This is an optimization exercise on Yosys and OpenROAD, whose aim is small area, a short achievable clock period and few clock cycles, not a production implementation. Where RTL was checked, it was by simulation tests only, not by an equivalence proof against the original. The RTL of runs 2 and 3 was laid out without a check of its function.

File: design.v
module bin_ext_gcd #(
  parameter NBITS = 256) (
  input               clk,
  input               rst_n,
  input               enable_p,
  input  [NBITS-1 :0] x,
  input  [NBITS-1 :0] y,
  output [NBITS+2 :0] a,
  output [NBITS+2 :0] b,
  output [NBITS-1 :0] gcd,
  output              done_irq_p
);
localparam CW = NBITS + 3;    
localparam AW = NBITS + 4;    
reg              busy;
reg              done_r;
reg              fin;         
reg              phase;       
reg  [7:0]       k;           
reg  [NBITS-1:0] u;
reg  [NBITS:0]   vs;          
reg              woff;        
reg  [CW-1:0]    Au, Bu, An, Bn;
reg  [NBITS-1:0] xr, yr;      
reg              selU, selV, tforce, t2, mp1, mp2, mm1;
function [6:0] ctl;
  input ph, u0, u1, v0, v1, wo;
  input au0, au1, an0, an1, bu0, bu1, bn0, bn1;
  input sga, sgb;
  input yo, yb1, xb1;
  reg uo, vo, su, sv, tf, s1, tt, a0, a1, b0, b1, p1, p2, n1, od;
  begin
    uo = u0;
    vo = v0 ^ wo;
    su = ~ph & (~uo | vo);
    sv = ph | uo;
    tf = ph | (~uo & ~vo);
    s1 = su ? (sv ? (u1 ^ v1 ^ (v0 | wo)) : u1) : (v1 ^ (v0 & wo));
    tt = ~tf & ~s1;
    a0 = (su & au0) ^ (sv & an0);
    a1 = (su & au1) ^ (sv & an1) ^ (su & au0 & sv & an0);
    b0 = (su & bu0) ^ (sv & bn0);
    b1 = (su & bu1) ^ (sv & bn1) ^ (su & bu0 & sv & bn0);
    if (yo) begin
      p2 = tt & a1 & ~a0;
      p1 = tt & a0 & (a1 ^ yb1);
      n1 = tt & a0 & ~(a1 ^ yb1);
      od = ~tt & a0;
      p1 = p1 | (od & sga);
      n1 = n1 | (od & ~sga);
    end else begin
      p2 = tt & b1 & ~b0;
      p1 = tt & b0 & ~(b1 ^ xb1);
      n1 = tt & b0 & (b1 ^ xb1);
      od = ~tt & b0;
      p1 = p1 | (od & ~sgb);
      n1 = n1 | (od & sgb);
    end
    ctl = {su, sv, tf, tt, p1, p2, n1};
  end
endfunction
wire vodd = vs[0] ^ woff;
wire eq   = u[0] & vodd & (&(u[NBITS-1:1] ^ vs[NBITS-1:1]));
wire [NBITS:0] opu = selU ? {1'b0, u} : {(NBITS+1){1'b0}};
wire [NBITS:0] opv = selV ? vs : {(NBITS+1){1'b0}};
wire [NBITS:0] s;
skl_add #(.W(NBITS+1)) add_uv (.a(opu), .b(opv), .cin(selV & woff), .s(s));
wire [NBITS:0] res = t2 ? {{2{s[NBITS]}}, s[NBITS:2]} : {s[NBITS], s[NBITS:1]};
wire           dest_v = s[NBITS];
wire [CW-1:0] opa1 = selU ? Au : {CW{1'b0}};
wire [CW-1:0] opa2 = selV ? An : {CW{1'b0}};
wire [CW-1:0] opb1 = selU ? Bu : {CW{1'b0}};
wire [CW-1:0] opb2 = selV ? Bn : {CW{1'b0}};
wire [AW-1:0] yx = {{(AW-NBITS){1'b0}}, yr};
wire [AW-1:0] xx = {{(AW-NBITS){1'b0}}, xr};
wire [AW-1:0] ta = ({AW{mp1}} & yx) | ({AW{mp2}} & {yx[AW-2:0], 1'b0}) | ({AW{mm1}} & ~yx);
wire [AW-1:0] tb = ({AW{mm1}} & xx) | ({AW{mp1}} & ~xx) | ({AW{mp2}} & ~{xx[AW-2:0], 1'b0});
wire          ia = mm1;
wire          ib = mp1 | mp2;
wire [AW-1:0] a1x = {opa1[CW-1], opa1};
wire [AW-1:0] a2x = {opa2[CW-1], opa2};
wire [AW-1:0] b1x = {opb1[CW-1], opb1};
wire [AW-1:0] b2x = {opb2[CW-1], opb2};
wire [AW-1:0] sa_s = a1x ^ a2x ^ ta;
wire [AW-1:0] sa_c = {(a1x[AW-2:0] & a2x[AW-2:0]) | (a1x[AW-2:0] & ta[AW-2:0]) | (a2x[AW-2:0] & ta[AW-2:0]), ia};
wire [AW-1:0] sb_s = b1x ^ b2x ^ tb;
wire [AW-1:0] sb_c = {(b1x[AW-2:0] & b2x[AW-2:0]) | (b1x[AW-2:0] & tb[AW-2:0]) | (b2x[AW-2:0] & tb[AW-2:0]), ib};
wire [AW-1:0] sa, sb;
skl_add #(.W(AW)) add_a (.a(sa_s), .b(sa_c), .cin(1'b0), .s(sa));
skl_add #(.W(AW)) add_b (.a(sb_s), .b(sb_c), .cin(1'b0), .s(sb));
wire [CW-1:0] ra = t2 ? {sa[AW-1], sa[AW-1:2]} : sa[CW:1];
wire [CW-1:0] rb = t2 ? {sb[AW-1], sb[AW-1:2]} : sb[CW:1];
wire step    = busy & ~fin & (phase | ~eq);
wire phase_n = ~phase & tforce;    
wire [6:0] ctl_u = ctl(phase_n, res[0], res[1], vs[0], vs[1], woff,
                       ra[0], ra[1], An[0], An[1], rb[0], rb[1], Bn[0], Bn[1],
                       An[CW-1], Bn[CW-1], yr[0], yr[1], xr[1]);
wire [6:0] ctl_v = ctl(phase_n, u[0], u[1], res[0], res[1], 1'b0,
                       Au[0], Au[1], ra[0], ra[1], Bu[0], Bu[1], rb[0], rb[1],
                       Au[CW-1], Bu[CW-1], yr[0], yr[1], xr[1]);
wire [6:0] ctl_l = ctl(1'b0, x[0], x[1], ~y[0], ~y[1], 1'b1,
                       1'b1, 1'b0, 1'b0, 1'b0, 1'b0, 1'b0, 1'b1, 1'b1,
                       1'b0, 1'b0, y[0], y[1], x[1]);
always @(posedge clk) begin
  if (enable_p)
    {selU, selV, tforce, t2, mp1, mp2, mm1} <= ctl_l;
  else if (step)
    {selU, selV, tforce, t2, mp1, mp2, mm1} <= dest_v ? ctl_v : ctl_u;
end
always @(posedge clk or negedge rst_n) begin
  if (!rst_n) begin
    busy   <= 1'b0;
    done_r <= 1'b0;
    fin    <= 1'b0;
    phase  <= 1'b0;
    k      <= 8'd0;
  end else begin
    done_r <= 1'b0;
    if (enable_p) begin
      busy  <= 1'b1;
      fin   <= 1'b0;
      phase <= 1'b0;
      k     <= 8'd0;
    end else if (busy) begin
      if (fin) begin
        if (k == 8'd0) begin
          busy   <= 1'b0;
          fin    <= 1'b0;
          done_r <= 1'b1;
        end else begin
          k <= k - 8'd1;
        end
      end else if (phase) begin
        phase <= 1'b0;
        k     <= k + 8'd1;
      end else if (eq) begin
        if (k == 8'd0) begin
          busy   <= 1'b0;
          done_r <= 1'b1;
        end else begin
          fin <= 1'b1;
        end
      end else if (tforce) begin
        phase <= 1'b1;
      end
    end
  end
end
always @(posedge clk) begin
  if (enable_p) begin
    u    <= x;
    vs   <= {1'b1, ~y};
    woff <= 1'b1;
    Au   <= {{(CW-1){1'b0}}, 1'b1};
    Bu   <= {CW{1'b0}};
    An   <= {CW{1'b0}};
    Bn   <= {CW{1'b1}};
    xr   <= x;
    yr   <= y;
  end else if (busy & fin) begin
    if (k != 8'd0) u <= {u[NBITS-2:0], 1'b0};
  end else if (step) begin
    if (dest_v) begin
      vs   <= res;
      woff <= 1'b0;
      An   <= ra;
      Bn   <= rb;
    end else begin
      u    <= res[NBITS-1:0];
      Au   <= ra;
      Bu   <= rb;
    end
  end
end
assign a          = Au;
assign b          = Bu;
assign gcd        = u;
assign done_irq_p = done_r;
endmodule
module skl_add #(parameter W = 260) (
  input  [W-1:0] a,
  input  [W-1:0] b,
  input          cin,
  output [W-1:0] s
);
  localparam L = 9;             
  wire [W:0] G [0:L];
  wire [W:0] P [0:L];
  assign G[0] = {a & b, cin};
  assign P[0] = {a ^ b, 1'b0};
  genvar l, i;
  generate
    for (l = 0; l < L; l = l + 1) begin : lv
      for (i = 0; i <= W; i = i + 1) begin : bt
        if ((i >> l) & 1) begin : m
          assign G[l+1][i] = G[l][i] | (P[l][i] & G[l][((i >> l) << l) - 1]);
          assign P[l+1][i] = P[l][i] & P[l][((i >> l) << l) - 1];
        end else begin : p
          assign G[l+1][i] = G[l][i];
          assign P[l+1][i] = P[l][i];
        end
      end
    end
  endgenerate
  assign s = P[0][W:1] ^ G[L][W-1:0];
endmodule
File: run.sh
#!/bin/bash
# synth_recipe.tcl (not shown) runs the flow's synth.tcl, then flattens the netlist and writes it again
# the make line also repeats each setting of config.mk as NAME=value (left out here)
make -C /OpenROAD-flow-scripts/flow DESIGN_CONFIG=/design/flow/config.mk WORK_HOME=/design/flow/orfs CLKGATE_MAP_FILE= SYNTH_SCRIPT=/design/flow/synth_recipe.tcl finish
File: config.mk
export PLATFORM = sky130hd
export DESIGN_NAME = bin_ext_gcd
export DESIGN_NICKNAME = bin_ext_gcd
export VERILOG_FILES = /design/flow/design.v
export SDC_FILE = /design/flow/constraint.sdc
export NUM_CORES = 8
export LEC_CHECK = 0
export CAP_MARGIN = 30
export CORE_MARGIN = 2
export CORE_UTILIZATION = 40
export PLACE_DENSITY = 0.6
export SETUP_SLACK_MARGIN = 5
export SLEW_MARGIN = 50
File: constraint.sdc
create_clock -name core_clock -period 14.0 [get_ports {clk}]
set_input_delay 2.8000 -clock core_clock [delete_from_list [all_inputs] [get_ports {clk}]]
set_output_delay 2.8000 -clock core_clock [all_outputs]
set_load 0.01 [all_outputs]
==> metrics.md, run 1 <==
| Metric | Value |
|---|---|
| Result of the run | complete, no violations |
| Area Growth Syn to Fin | 18.7% |
| Drc violations | 0 |
| Max Fclk | 114 MHz |
| Final Hold Viols | 0 |
| Setup Skew | 79.1 ps |
| Setup crit end kind | register |
| Top_reg_cell synth | dfxtp_1 |
| Final #Nets | 20500 |
| Commonest cells after routing, fill and taps aside | nand2_1 (2463), a21oi_1 (1475), nor2_1 (1386) |
| Final hold slack | 441 ps |
| CP max FO | 88 |
| Register area share after synthesis | 34.0% |
| GPL Wtd Cong | 1.04 |
| Crit path max-delay family | compound AO/OA/AOI/OAI gates |
| Synth area leader | edfxtp_1 |
| Setup_tns | 0 ps |
| RSZ-0062 raised after global routing | false |
| Die width | 622 um |
| Syn_area_per_cell | 8.52 um2 |
| Slowest Stage Delay on Critical Path | 550 ps |
| GRT Util Overall | 39.2% |
| Relative slew margins | 39.8% |
| Clock latency (worst-skew pair) | 970 ps |
| Initial Util | 40.1% |
| CTS tree | yes |
| Area share of the largest cell type after synthesis | 20.2% |
| Critical Path Source Type | register |
| Final ANT Viol Nets | 0 |
| Distinct cells, synth | 107 |
| Async set-or-reset flop fraction in the synthesized netlist | 0.577% |
| #FFs+latches synth | 2081 |
| Fill count | 37100 |
| DP HPWL | 612000 um |
| Row count | 227 |
| Hold WC Path Type | register to register |
| Share of cells above drive strength 1 | 5.56% |
| CTS sink cnt | 2081 |
| Vias per cell | 6.19 |
| Die area | 0.387 mm2 |
| Design area | 0.182 mm2 |
| Max Slew Vio Count | 0 |
| Initial antenna violation count | 277 |
| Die height | 622 um |
| Worst endpoint data arrival time | 9390 ps |
| Max-capacitance violation count | 0 |
| Total routed wirelength | 789000 um |
| Cells after Synth | 17900 |
| Clock Tree Buf Depth | 4 |
| Critical path's most frequent cell | buf_4 |
| Top post-synthesis cells by area | edfxtp_1 (20%), dfxtp_1 (14%), fa_1 (7.1%) |
| Slowest cell on the critical path | edfxtp_1 |
| CTS buffer count | 271 |
| Crit path time final | 8810 ps |
| Via count | 149000 |
| Final setup fails | 0 |
| Kind of critical path | register to register |
| # IOs | 1290 |
| Synth warn | 3 |
| Post-synth EDFFs | 1031 |
| Clock root cell | clkbuf_16 |
| Drt pass-1 iters | 8 |
| Period utilization | 62.9% |
| Post-DP Area | 0.171 mm2 |
| CTS HTree Levels | 5 |
| # port buffers | 1289 |
| First-pass GRT wire length | 1070000 um |
| Leading cell type in the layout, fill and taps excluded | nand2_1 |
| Largest net degree at the start of global routing | 152 |
| Worst-Margin Slew | 900 ps |
| Routed wire per std cell | 32.7 um |
| CP Buf/Inv Count | 6 |
| Post-synthesis cell area | 0.153 mm2 |
| Clock slew at reported path FFs | 60 ps |
| DR iter-0 viols | 19200 |
| Worst EP required | 14590 ps |
| Number of global-route vias before repair | 135000 |
| Core Region | 0.381 mm2 |
| Total grt overflow | 0 |
| Syn_nets | 19800 |
-- sequential cells by signal, indices dropped and copies added, names as in the netlist, 8 cells and up --
signal,count
An,259
Au,259
Bn,259
Bu,259
k,8
u,256
vs,257
xr,256
yr,256
-- synthesized netlist by cell type (54+ instances only) --
cell type / count
nor2b_1: 54
nand2b_1: 123
nand3_1: 185
xor2_1: 269
a21oi_1: 1478
o22a_1: 148
inv_1: 1061
mux2_2: 67
xnor2_1: 370
a31oi_1: 117
nor4_1: 68
mux2i_1: 383
nand2_1: 2475
a221oi_1: 272
and3_1: 103
nor3_1: 297
or3_1: 94
a22oi_1: 81
and2_1: 910
nand4_1: 132
o221ai_1: 110
o21a_1: 192
fa_1: 543
a21boi_0: 64
ha_1: 779
nor2_1: 1400
o211ai_1: 172
clkbuf_1: 967
o21ai_0: 1114
or2_2: 60
edfxtp_1: 1031
a21o_1: 257
o22ai_1: 317
a22o_1: 165
buf_1: 78
dfxtp_1: 1038
o21bai_1: 81
a211oi_1: 189
o31ai_1: 58
-- worst min-delay path, stage by stage (launching register included) --
cell and delay [ps]:
dfxtp_1 310, nand2_1 50, nand2_1 40
-- layout make-up --
cell class / instances / area [um2] / area share [%]
clock buffers: 359 / 7730 / 4.26
well taps: 5038 / 6300 / 3.47
multi-input cells: 13700 / 93400 / 51.5
flip-flops and latches: 2081 / 52000 / 28.7
repair buffers: 1539 / 15800 / 8.71
inverters: 1064 / 4040 / 2.23
diodes: 153 / 383 / 0.211
clock inverters: 138 / 1770 / 0.974
-- worst paths after layout --
| path | startpoint | end | slack, ps | cells past startpoint |
|---|---|---|---|---|
| worst max-delay path | selV | u[37] | 5190 | 26 |
| worst min-delay path | An[188] | An[188] | 440 | 2 |
| worst max register to register | selV | u[37] | 5190 | 26 |
| worst min register to register | An[188] | An[188] | 440 | 2 |
| max in group asynchronous | rst_n | fin | 11340 | 1 |
| min in group asynchronous | rst_n | k[5] | 2220 | 1 |
-- logic make-up (layout without fill, tap and decap cells) --
| family | after synthesis | in the layout | synth area share [%] |
|---|---|---|---|
| other | 0 | 153 | 0 |
| muxes | 450 | 450 | 3.00 |
| DFF | 2081 | 2081 | 34.0 |
| buffers and inverters | 2125 | 3100 | 5.24 |
| adders and majority gates | 1322 | 1322 | 13.5 |
| and+or+nand+nor | 6041 | 6042 | 18.2 |
| xor gates and xnor gates | 639 | 639 | 3.66 |
| AOI/OAI and AO/OA | 5281 | 5281 | 22.4 |
-- metal layers --
| layer | vias to the layer above | wire length, um | track usage (%) |
|---|---|---|---|
| li1 | 65700 | - | - |
| met1 | 73400 | 312000 | 51.1 |
| met2 | 8259 | 314000 | 53.7 |
| met3 | 1634 | 98700 | 13.2 |
| met4 | 84 | 64400 | 27.9 |
| met5 | - | 570 | 0 |
-- through the flow --
step	std cells	setup slack (ps)	utilization (%)
after floorplan	17900	108	-
after global placement	23400	4300	44.6
after detailed placement	23400	4570	44.9
after CTS	23900	5000	47.4
after global routing	24000	4980	47.5
final	24100	5190	47.6
-- timing repair --
item                                    CTS  global route
gates cloned                              1             0
endpoints found under the setup margin  383           830
setup buffers                             0            10
gates resized for setup                   6            22
hold buffers                              0             0
pin swaps                                 2             1
Testbench counts, summed over its fixed seeds: cycles 67,681.
==> inputs of run 2 (changes only) <==
--- a/design.v
+++ b/design.v
@@ -23,42 +23,15 @@
 reg  [CW-1:0]    Au, Bu, An, Bn;
-reg  [NBITS-1:0] xr, yr;      
-reg              selU, selV, tforce, t2, mp1, mp2, mm1;
-function [6:0] ctl;
-  input ph, u0, u1, v0, v1, wo;
-  input au0, au1, an0, an1, bu0, bu1, bn0, bn1;
-  input sga, sgb;
-  input yo, yb1, xb1;
-  reg uo, vo, su, sv, tf, s1, tt, a0, a1, b0, b1, p1, p2, n1, od;
-  begin
-    uo = u0;
-    vo = v0 ^ wo;
-    su = ~ph & (~uo | vo);
-    sv = ph | uo;
-    tf = ph | (~uo & ~vo);
-    s1 = su ? (sv ? (u1 ^ v1 ^ (v0 | wo)) : u1) : (v1 ^ (v0 & wo));
-    tt = ~tf & ~s1;
-    a0 = (su & au0) ^ (sv & an0);
-    a1 = (su & au1) ^ (sv & an1) ^ (su & au0 & sv & an0);
-    b0 = (su & bu0) ^ (sv & bn0);
-    b1 = (su & bu1) ^ (sv & bn1) ^ (su & bu0 & sv & bn0);
-    if (yo) begin
-      p2 = tt & a1 & ~a0;
-      p1 = tt & a0 & (a1 ^ yb1);
-      n1 = tt & a0 & ~(a1 ^ yb1);
-      od = ~tt & a0;
-      p1 = p1 | (od & sga);
-      n1 = n1 | (od & ~sga);
-    end else begin
-      p2 = tt & b1 & ~b0;
-      p1 = tt & b0 & ~(b1 ^ xb1);
-      n1 = tt & b0 & (b1 ^ xb1);
-      od = ~tt & b0;
-      p1 = p1 | (od & ~sgb);
-      n1 = n1 | (od & sgb);
-    end
-    ctl = {su, sv, tf, tt, p1, p2, n1};
-  end
-endfunction
-wire vodd = vs[0] ^ woff;
-wire eq   = u[0] & vodd & (&(u[NBITS-1:1] ^ vs[NBITS-1:1]));
+reg              yodd, y1, x1;   
+wire uodd     = u[0];
+wire vodd     = vs[0] ^ woff;
+wire both_odd = uodd & vodd;
+wire eq       = both_odd & (&(u[NBITS-1:1] ^ vs[NBITS-1:1]));
+wire selU   = ~phase & (~uodd | vodd);
+wire selV   = phase | uodd;
+wire tforce = phase | (~uodd & ~vodd);
+wire s1_u  = u[1];
+wire s1_v  = vs[1] ^ (vs[0] & woff);
+wire s1_uv = u[1] ^ vs[1] ^ (vs[0] | woff);
+wire s1    = selU ? (selV ? s1_uv : s1_u) : s1_v;
+wire t2    = ~tforce & ~s1;
 wire [NBITS:0] opu = selU ? {1'b0, u} : {(NBITS+1){1'b0}};
@@ -73,4 +46,33 @@
 wire [CW-1:0] opb2 = selV ? Bn : {CW{1'b0}};
-wire [AW-1:0] yx = {{(AW-NBITS){1'b0}}, yr};
-wire [AW-1:0] xx = {{(AW-NBITS){1'b0}}, xr};
+wire a0 = opa1[0] ^ opa2[0];
+wire a1 = opa1[1] ^ opa2[1] ^ (opa1[0] & opa2[0]);
+wire b0 = opb1[0] ^ opb2[0];
+wire b1 = opb1[1] ^ opb2[1] ^ (opb1[0] & opb2[0]);
+wire sgna = selU ? Au[CW-1] : An[CW-1];
+wire sgnb = selU ? Bu[CW-1] : Bn[CW-1];
+reg mp1, mp2, mm1;
+always @(*) begin
+  mp1 = 1'b0; mp2 = 1'b0; mm1 = 1'b0;
+  if (yodd) begin
+    if (t2) begin
+      mp2 = a1 & ~a0;
+      mp1 = a0 & (a1 ^ y1);
+      mm1 = a0 & ~(a1 ^ y1);
+    end else begin
+      mp1 = a0 & sgna;
+      mm1 = a0 & ~sgna;
+    end
+  end else begin
+    if (t2) begin
+      mp2 = b1 & ~b0;
+      mp1 = b0 & ~(b1 ^ x1);
+      mm1 = b0 & (b1 ^ x1);
+    end else begin
+      mp1 = b0 & ~sgnb;
+      mm1 = b0 & sgnb;
+    end
+  end
+end
+wire [AW-1:0] yx = {{(AW-NBITS){1'b0}}, y};
+wire [AW-1:0] xx = {{(AW-NBITS){1'b0}}, x};
 wire [AW-1:0] ta = ({AW{mp1}} & yx) | ({AW{mp2}} & {yx[AW-2:0], 1'b0}) | ({AW{mm1}} & ~yx);
@@ -92,19 +94,3 @@
 wire [CW-1:0] rb = t2 ? {sb[AW-1], sb[AW-1:2]} : sb[CW:1];
-wire step    = busy & ~fin & (phase | ~eq);
-wire phase_n = ~phase & tforce;    
-wire [6:0] ctl_u = ctl(phase_n, res[0], res[1], vs[0], vs[1], woff,
-                       ra[0], ra[1], An[0], An[1], rb[0], rb[1], Bn[0], Bn[1],
-                       An[CW-1], Bn[CW-1], yr[0], yr[1], xr[1]);
-wire [6:0] ctl_v = ctl(phase_n, u[0], u[1], res[0], res[1], 1'b0,
-                       Au[0], Au[1], ra[0], ra[1], Bu[0], Bu[1], rb[0], rb[1],
-                       Au[CW-1], Bu[CW-1], yr[0], yr[1], xr[1]);
-wire [6:0] ctl_l = ctl(1'b0, x[0], x[1], ~y[0], ~y[1], 1'b1,
-                       1'b1, 1'b0, 1'b0, 1'b0, 1'b0, 1'b0, 1'b1, 1'b1,
-                       1'b0, 1'b0, y[0], y[1], x[1]);
-always @(posedge clk) begin
-  if (enable_p)
-    {selU, selV, tforce, t2, mp1, mp2, mm1} <= ctl_l;
-  else if (step)
-    {selU, selV, tforce, t2, mp1, mp2, mm1} <= dest_v ? ctl_v : ctl_u;
-end
+wire step = busy & ~fin & (phase | ~eq);
 always @(posedge clk or negedge rst_n) begin
@@ -157,4 +143,5 @@
     Bn   <= {CW{1'b1}};
-    xr   <= x;
-    yr   <= y;
+    yodd <= y[0];
+    y1   <= y[1];
+    x1   <= x[1];
   end else if (busy & fin) begin
@@ -185,3 +172,3 @@
 );
-  localparam L = 9;             
+  localparam L = $clog2(W + 1);
   wire [W:0] G [0:L];
--- a/config.mk
+++ b/config.mk
@@ -11,3 +11,3 @@
 export PLACE_DENSITY = 0.6
-export SETUP_SLACK_MARGIN = 5
+export SETUP_SLACK_MARGIN = 0.6
 export SLEW_MARGIN = 50
==> run 2 against run 1 <==
Maximum frequency decreased by 19%. Final cell count down 1.5%. Flip-flop and latch count shrank 516. Still clean on timing, DRC and antenna. Die area shrank 7.8%. Critical path type unchanged. Clock-buffer cell count shrank 53. Synthesized area fell by 7.9%. Global-route usage is 3.1 points higher. Largest cell class unchanged. Critical path depth up 9. Register-to-register slack worse by 2000 ps.
==> metrics.md, run 2 <==
| Metric | Value |
|---|---|
| Result of the run | complete, no violations |
| Distinct cells, synth | 111 |
| Final ANT Viol Nets | 0 |
| DP HPWL | 603000 um |
| Hold WC Path Type | register to register |
| Syn_area_per_cell | 7.63 um2 |
| Total routed wirelength | 788000 um |
| Setup_tns | 0 ps |
| Worst Hold End | An[121] |
| Leading cell type in the layout, fill and taps excluded | nand2_1 |
| Post_cts resized | 0 |
| Drc violations | 0 |
| # port buffers | 1289 |
| Hold_buf cts | 0 |
| Max-capacitance violation count | 0 |
| Slowest Stage Delay on Critical Path | 580 ps |
| Setup crit end kind | register |
| Clock latency (worst-skew pair) | 980 ps |
| Die height | 598 um |
| Post-DP Area | 0.157 mm2 |
| Worst R2R Start | vs[0] |
| Post-synthesis cell area | 0.141 mm2 |
| CP max FO | 71 |
| Commonest cells after routing, fill and taps aside | nand2_1 (2477), a21oi_1 (1746), nor2_1 (1631) |
| CTS tree | yes |
| Synth warn | 3 |
| Top post-synthesis cells by area | dfxtp_1 (15%), edfxtp_1 (11%), fa_1 (7.7%) |
| Kind of critical path | register to register |
| Share of cells above drive strength 1 | 5.27% |
| GPL Wtd Cong | 1.04 |
| Flop2flop setup slack | 3150 ps |
| Routed wire per std cell | 33.2 um |
| Worst reg-to-reg path cell count | 35 |
| Total grt overflow | 0 |
| Period utilization | 77.5% |
| RSZ-0062 raised after global routing | false |
| Design area | 0.165 mm2 |
| Register area share after synthesis | 25.9% |
| Worst EP required | 14790 ps |
| Drt pass-1 iters | 9 |
| Syn_nets | 20300 |
| Setup Skew | 84.6 ps |
| Initial Util | 40.3% |
| Worst endpoint data arrival time | 11640 ps |
| Row count | 217 |
| Cells after Synth | 18500 |
| Largest net degree at the start of global routing | 149 |
| CTS sink cnt | 1565 |
| #FFs+latches synth | 1565 |
| Fill count | 35300 |
| CTS buffer count | 214 |
| Clock slew at reported path FFs | 60 ps |
| Final Hold Viols | 0 |
| Max Fclk | 92.1 MHz |
| Core Region | 0.350 mm2 |
| Vias per cell | 6.31 |
| Via count | 150000 |
| DR iter-0 viols | 19800 |
| Top-count cell post-synth | nand2_1 |
| Die area | 0.357 mm2 |
| Setup bufs post-CTS | 0 |
| Worst-Margin Slew | 941 ps |
| Slowest cell on the critical path | buf_4 |
| Clock Tree Buf Depth | 4 |
| GRT Util Overall | 42.3% |
| Area share of the largest cell type after synthesis | 14.7% |
| Number of global-route vias before repair | 135000 |
| Worst Hold Depth | 2 |
| First-pass GRT wire length | 1070000 um |
| Die width | 598 um |
| Max Slew Vio Count | 0 |
| Relative slew margins | 37.1% |
| # IOs | 1290 |
| Min-delay src | An[121] |
| Final setup fails | 0 |
| Post-synth EDFFs | 515 |
| Top_reg_cell synth | dfxtp_1 |
| Area Growth Syn to Fin | 16.8% |
| Async set-or-reset flop fraction in the synthesized netlist | 0.767% |
| Post-synth top cells | nand2_1 (2486), a21oi_1 (1746), nor2_1 (1641) |
| Critical Path Source Type | register |
| Crit path time final | 10850 ps |
| CTS HTree Levels | 4 |
| Final #Nets | 20700 |
| Clock root cell | clkbuf_16 |
| Initial antenna violation count | 183 |
| Synth area leader | dfxtp_1 |
| R2R Path End | Bu[254] |
[run 2: layout make-up]
class	count	area [um2]	area share, %
diodes	133	333	0.202
clock buffers	306	6220	3.78
clock inverters	90	1030	0.623
inverters	1217	4610	2.80
multi-input cells	14300	95400	57.9
flip-flops and latches	1565	36500	22.2
well taps	4599	5750	3.49
repair buffers	1504	14800	8.96
[run 2: worst max-delay path, delay by kind of cell, from the launching register on]
kind / cells / cell delay, ps
AND/OR/NAND/NOR: 7 / 1480
adder cells (fa/ha/maj): 5 / 2090
multiplexers: 1 / 220
XOR/XNOR: 3 / 830
AO/OA/AOI/OAI: 14 / 4150
flip-flops: 1 / 370
buffers and inverters: 5 / 1350
[run 2: metrics by stage]
stage / worst slack, ps / util, % / std cells / hold slack, ps
global placement: 2810 / 44.7 / 23200 / 434
global route: 2840 / 47.0 / 23700 / 468
floorplan: 3720 / - / 18500 / 415
detailed placement: 3080 / 44.8 / 23200 / 437
finish: 3150 / 47.1 / 23800 / 455
CTS: 3050 / 46.9 / 23600 / 449
[run 2: per-layer routing]
metal  global-route usage [%]  vias to the layer above  part of all wire, %  routed length, um
met3                     13.6                     1906                   13              99200
met1                     50.9                    72700                   36             286000
met4                     41.6                       48                   12              90600
li1                         -                    66500                    -                  -
met5                        0                        -                0.046                359
met2                     58.4                     8578                   40             312000
[run 2: cells by family after synthesis]
family,after synthesis,share of synthesized area (%)
AOI/OAI and AO/OA,5726,25.8
muxes,282,2.02
adders and majority gates,1326,14.7
buffers and inverters,2553,6.85
and+or+nand+nor,6255,20.1
xor gates and xnor gates,751,4.67
DFF,1565,25.9
[run 2: worst max path at each step]
stage	from	slack, ps	to
after detailed placement	phase	3080	Bu[254]
after CTS	phase	3050	Bu[254]
after global placement	u[0]	2810	Bu[254]
after global routing	vs[0]	2840	Bu[254]
final	vs[0]	3150	Bu[254]
after floorplan	vs[0]	3720	u[0]
==> inputs of run 3 (changes only) <==
==> design.v (replaced) <==
module bin_ext_gcd #(
  parameter NBITS = 256) (
  input               clk,
  input               rst_n,
  input               enable_p,
  input  [NBITS-1 :0] x,
  input  [NBITS-1 :0] y,
  output [NBITS+2 :0] a,
  output [NBITS+2 :0] b,
  output [NBITS-1 :0] gcd,
  output              done_irq_p
);
localparam CW = NBITS + 3;    
localparam AW = NBITS + 4;    
reg              busy;
reg              done_r;
reg              fin;         
reg              phase;       
reg  [7:0]       k;           
reg  [NBITS-1:0] u;
reg  [NBITS:0]   vs;          
reg              woff;        
reg  [CW-1:0]    Au, Bu, An, Bn;
wire uodd  = u[0];
wire vodd  = vs[0] ^ woff;
wire both_odd = uodd & vodd;
wire eq    = both_odd & (&(u[NBITS-1:1] ^ vs[NBITS-1:1]));
wire selU   = ~phase & (~uodd | vodd);
wire selV   = phase | uodd;
wire tforce = phase | (~uodd & ~vodd);
wire [NBITS:0] opu = selU ? {1'b0, u} : {(NBITS+1){1'b0}};
wire [NBITS:0] opv = selV ? vs : {(NBITS+1){1'b0}};
wire [NBITS:0] s   = opu + opv + {{NBITS{1'b0}}, selV & woff};
wire           t2  = ~tforce & ~s[1];
wire [NBITS:0] res = t2 ? {{2{s[NBITS]}}, s[NBITS:2]} : {s[NBITS], s[NBITS:1]};
wire           dest_v = s[NBITS];
wire [CW-1:0] opa1 = selU ? Au : {CW{1'b0}};
wire [CW-1:0] opa2 = selV ? An : {CW{1'b0}};
wire [CW-1:0] opb1 = selU ? Bu : {CW{1'b0}};
wire [CW-1:0] opb2 = selV ? Bn : {CW{1'b0}};
wire [1:0] alo = opa1[1:0] + opa2[1:0];
wire [1:0] blo = opb1[1:0] + opb2[1:0];
wire       sgna = selU ? Au[CW-1] : An[CW-1];
wire       sgnb = selU ? Bu[CW-1] : Bn[CW-1];
reg  [1:0] m4;
reg        mz, mp1, mp2, mm1;
always @(*) begin
  if (y[0]) begin
    if (t2) m4 = y[1] ? alo : (2'd0 - alo);
    else    m4 = ~alo[0] ? 2'd0 : (sgna ? 2'd1 : 2'd3);
  end else begin
    if (t2) m4 = x[1] ? (2'd0 - blo) : blo;
    else    m4 = ~blo[0] ? 2'd0 : (sgnb ? 2'd3 : 2'd1);
  end
  mz  = (m4 == 2'd0);
  mp1 = (m4 == 2'd1);
  mp2 = (m4 == 2'd2);
  mm1 = (m4 == 2'd3);
end
wire [AW-1:0] yx = {{(AW-NBITS){1'b0}}, y};
wire [AW-1:0] xx = {{(AW-NBITS){1'b0}}, x};
wire [AW-1:0] ta = ({AW{mp1}} & yx) | ({AW{mp2}} & {yx[AW-2:0], 1'b0}) | ({AW{mm1}} & ~yx);
wire [AW-1:0] tb = ({AW{mm1}} & xx) | ({AW{mp1}} & ~xx) | ({AW{mp2}} & ~{xx[AW-2:0], 1'b0});
wire          ia = mm1;
wire          ib = mp1 | mp2;
wire [AW-1:0] a1 = {opa1[CW-1], opa1};
wire [AW-1:0] a2 = {opa2[CW-1], opa2};
wire [AW-1:0] b1 = {opb1[CW-1], opb1};
wire [AW-1:0] b2 = {opb2[CW-1], opb2};
wire [AW-1:0] sa_s = a1 ^ a2 ^ ta;
wire [AW-1:0] sa_c = {(a1[AW-2:0] & a2[AW-2:0]) | (a1[AW-2:0] & ta[AW-2:0]) | (a2[AW-2:0] & ta[AW-2:0]), ia};
wire [AW-1:0] sb_s = b1 ^ b2 ^ tb;
wire [AW-1:0] sb_c = {(b1[AW-2:0] & b2[AW-2:0]) | (b1[AW-2:0] & tb[AW-2:0]) | (b2[AW-2:0] & tb[AW-2:0]), ib};
wire [AW-1:0] sa = sa_s + sa_c;
wire [AW-1:0] sb = sb_s + sb_c;
wire [CW-1:0] ra = t2 ? {sa[AW-1], sa[AW-1:2]} : sa[CW:1];
wire [CW-1:0] rb = t2 ? {sb[AW-1], sb[AW-1:2]} : sb[CW:1];
wire step = busy & ~fin & (phase | ~eq);
always @(posedge clk or negedge rst_n) begin
  if (!rst_n) begin
    busy   <= 1'b0;
    done_r <= 1'b0;
    fin    <= 1'b0;
    phase  <= 1'b0;
    k      <= 8'd0;
  end else begin
    done_r <= 1'b0;
    if (enable_p) begin
      busy  <= 1'b1;
      fin   <= 1'b0;
      phase <= 1'b0;
      k     <= 8'd0;
    end else if (busy) begin
      if (fin) begin
        if (k == 8'd0) begin
          busy   <= 1'b0;
          fin    <= 1'b0;
          done_r <= 1'b1;
        end else begin
          k <= k - 8'd1;
        end
      end else if (phase) begin
        phase <= 1'b0;
        k     <= k + 8'd1;
      end else if (eq) begin
        if (k == 8'd0) begin
          busy   <= 1'b0;
          done_r <= 1'b1;
        end else begin
          fin <= 1'b1;
        end
      end else if (tforce) begin
        phase <= 1'b1;
      end
    end
  end
end
always @(posedge clk) begin
  if (enable_p) begin
    u    <= x;
    vs   <= {1'b1, ~y};
    woff <= 1'b1;
    Au   <= {{(CW-1){1'b0}}, 1'b1};
    Bu   <= {CW{1'b0}};
    An   <= {CW{1'b0}};
    Bn   <= {CW{1'b1}};
  end else if (busy & fin) begin
    if (k != 8'd0) u <= {u[NBITS-2:0], 1'b0};
  end else if (step) begin
    if (dest_v) begin
      vs   <= res;
      woff <= 1'b0;
      An   <= ra;
      Bn   <= rb;
    end else begin
      u    <= res[NBITS-1:0];
      Au   <= ra;
      Bu   <= rb;
    end
  end
end
assign a          = Au;
assign b          = Bu;
assign gcd        = u;
assign done_irq_p = done_r;
endmodule
--- a/config.mk
+++ b/config.mk
@@ -12,2 +12,2 @@
 export SETUP_SLACK_MARGIN = 0.6
-export SLEW_MARGIN = 50
+export SLEW_MARGIN = 30
==> run 3 against run 2 <==
The layout now fails its checks (slew limit). Non-clock buffer count up 102. Synthesized area rose by 13%. Wire length grew 28%. First-iteration DRC count is 31% higher. Register-to-register slack worse by 1200 ps. Global-route usage up 5.8 points. Critical path type unchanged. Clock-buffer cell count decreased by 44.
==> metrics.md, run 3 <==
| Metric | Value |
|---|---|
| Post-synth EDFFs | 512 |
| Top post-synthesis cells by area | dfxtp_1 (13%), edfxtp_1 (9.7%), nand2_1 (8.2%) |
| Result of the run | failed layout checks |
| Worst endpoint data arrival time | 12860 ps |
| Setup crit end kind | register |
| # port buffers | 1289 |
| Max Fclk | 83.0 MHz |
| Worst EP required | 14820 ps |
| Die width | 634 um |
| First-pass GRT wire length | 1360000 um |
| CTS HTree Levels | 4 |
| Clock root cell | clkbuf_16 |
| DP HPWL | 833000 um |
| Area Growth Syn to Fin | 15.4% |
| Final hold slack | 452 ps |
| Register area share after synthesis | 23.0% |
| Critical Path Source Type | register |
| Cells after Synth | 21600 |
| Top-count cell post-synth | nand2_1 |
| RSZ-0062 raised after global routing | false |
| CTS sink cnt | 1562 |
| Area share of the largest cell type after synthesis | 13.1% |
| Clock Tree Buf Depth | 4 |
| Hold_buf cts | 0 |
| Final ANT Viol Nets | 0 |
| CTS buffer count | 205 |
| Total routed wirelength | 1010000 um |
| Synth warn | 1 |
| Core Region | 0.395 mm2 |
| Main combinational cell family by area after synthesis | compound AO/OA/AOI/OAI gates |
| Number of global-route vias before repair | 166000 |
| Layout violations | slew limit |
| Die area | 0.402 mm2 |
| Total grt overflow | 0 |
| Setup_tns | 0 ps |
| Initial antenna violation count | 205 |
| CP max FO | 89 |
| Clock latency (worst-skew pair) | 1040 ps |
| GPL Wtd Cong | 1.12 |
| Critical path's most frequent cell | a21oi_1 |
| Drc violations | 0 |
| Largest net degree at the start of global routing | 200 |
| Min-delay src | An[257] |
| Synth area leader | dfxtp_1 |
| Final #Nets | 23900 |
| Worst R2R Start | u[0] |
| Die height | 634 um |
| Syn_nets | 23500 |
| #FFs+latches synth | 1562 |
| Commonest cells after routing, fill and taps aside | nand2_1 (3467), a21oi_1 (2066), nor2_1 (1947) |
| Synth Area in Adders | 12.8% |
| Drt pass-1 iters | 9 |
| Slowest cell on the critical path | a31oi_1 |
| Hold WC Path Type | register to register |
| DR iter-0 viols | 26000 |
| Synth Area in Compound Gates | 26.0% |
| Crit path time final | 12040 ps |
| Initial Util | 40.1% |
| Period utilization | 86.0% |
| Share of cells above drive strength 1 | 4.79% |
| # IOs | 1290 |
| Vias per cell | 6.56 |
| Syn_area_per_cell | 7.33 um2 |
| Post_cts resized | 0 |
| Post-Synth XOR/XNOR Area | 5.13% |
| Worst-Margin Slew | 1570 ps |
| Mux cell area share after synthesis | 3.34% |
| Post-synth top cells | nand2_1 (3470), a21oi_1 (2068), nor2_1 (1951) |
| Async set-or-reset flop fraction in the synthesized netlist | 0.768% |
| Clock slew at reported path FFs | 70 ps |
| Max Slew Vio Count | 41 |
| GRT Util Overall | 48.1% |
| Distinct cells, synth | 112 |
| Crit path from | u[0] |
| Flop2flop setup slack | 1960 ps |
| Setup bufs post-CTS | 0 |
| CTS tree | yes |
| Row count | 231 |
| Final Hold Viols | 0 |
| Via count | 181000 |
| Kind of critical path | register to register |
| Slowest Stage Delay on Critical Path | 790 ps |
| Top_reg_cell synth | dfxtp_1 |
| Relative slew margins | -4.69% |
| Post-synthesis cell area | 0.159 mm2 |
| Setup Skew | 107 ps |
| Final setup fails | 0 |
| Max-capacitance violation count | 0 |
| Leading cell type in the layout, fill and taps excluded | nand2_1 |
| Routed wire per std cell | 36.5 um |
| Post-Synth Simple-Gate Area | 23.3% |
run 3: final cells by class:
cell class / instances / area (um2)
clock inverters: 120 / 1370
inverters: 1229 / 4640
fillers: 40700 / 212000
repair buffers: 1606 / 15600
multi-input cells: 17500 / 112000
clock buffers: 262 / 5620
diodes: 162 / 405
well taps: 5242 / 6560
flip-flops and latches: 1562 / 36500
run 3: final timing paths:
path,to,cells past startpoint
min in group asynchronous,done_r,1
max in group asynchronous,fin,1
worst max register to register,Bn[202],34
worst min register to register,An[257],2
worst min-delay path,An[257],2
worst max-delay path,Bn[202],34
run 3: cells by family after synthesis:
kind of cell,after synthesis
and+or+nand+nor,8180
AOI/OAI and AO/OA,6524
buffers and inverters,2609
DFF,1562
adders and majority gates,1307
xor gates and xnor gates,928
muxes,528
run 3: critical path, delay by kind of cell, from the launching register on:
| family | cells | cell delay [ps] |
|---|---|---|
| compound gates | 15 | 5250 |
| buf+inv | 4 | 1400 |
| xor+xnor | 1 | 330 |
| simple gates | 9 | 2030 |
| fa+ha+maj | 5 | 2150 |
| flops | 1 | 530 |
run 3: stage by stage:
stage / instances / util, % / area, um2 / setup WS [ps]
6_report: 27700 / 46.3 / 183000 / 1960
5_1_grt: 27600 / 46.3 / 183000 / 1680
4_1_cts: 27500 / 46.2 / 183000 / 2240
3_5_place_dp: 27100 / 44.4 / 176000 / 2070
3_3_place_gp: 27100 / 44.4 / 175000 / 610
2_1_floorplan: 21600 / - / 159000 / 128
run 3: routing by layer:
metal | track usage [%] | up-vias | part of all wire (%)
li1 | - | 77900 | -
met5 | 0.556 | - | 0.054
met3 | 16.2 | 2213 | 13
met1 | 62.6 | 88900 | 39
met2 | 65.5 | 12200 | 39
met4 | 35.0 | 42 | 8.9

==> afterwards: timing with drivers on the ports <==
In the flow no input, the clock included, has a driving cell. The finished layouts below were timed again as built, in two steps.
Step 1 assumes that a clkbuf_16 drives the clock port and a buf_2 every other input.
Step 2 times the ports against the registers' clock, not the clock port: input delays grow and output delays shrink by t, the midpoint of the rising clock arrivals with the driver on.
Three values: ideal ports, drivers, drivers and shift; two values: the first two.
run	t (ns)	setup WS [ns]	latest minus earliest clock arrival (ns)	worst register clock-pin slew, ns
run 1	1.054	5.194 / 5.194 / 5.194	0.079 / 0.079	0.07 / 0.07
run 2	1.067	3.147 / 3.147 / 3.147	0.085 / 0.084	0.07 / 0.07
run 3	1.110	1.959 / 1.959 / 1.713	0.107 / 0.107	0.08 / 0.08
The setup slack of run 3, which loses most, moves by 0.000 ns with the drivers and by -0.246 ns with both steps.
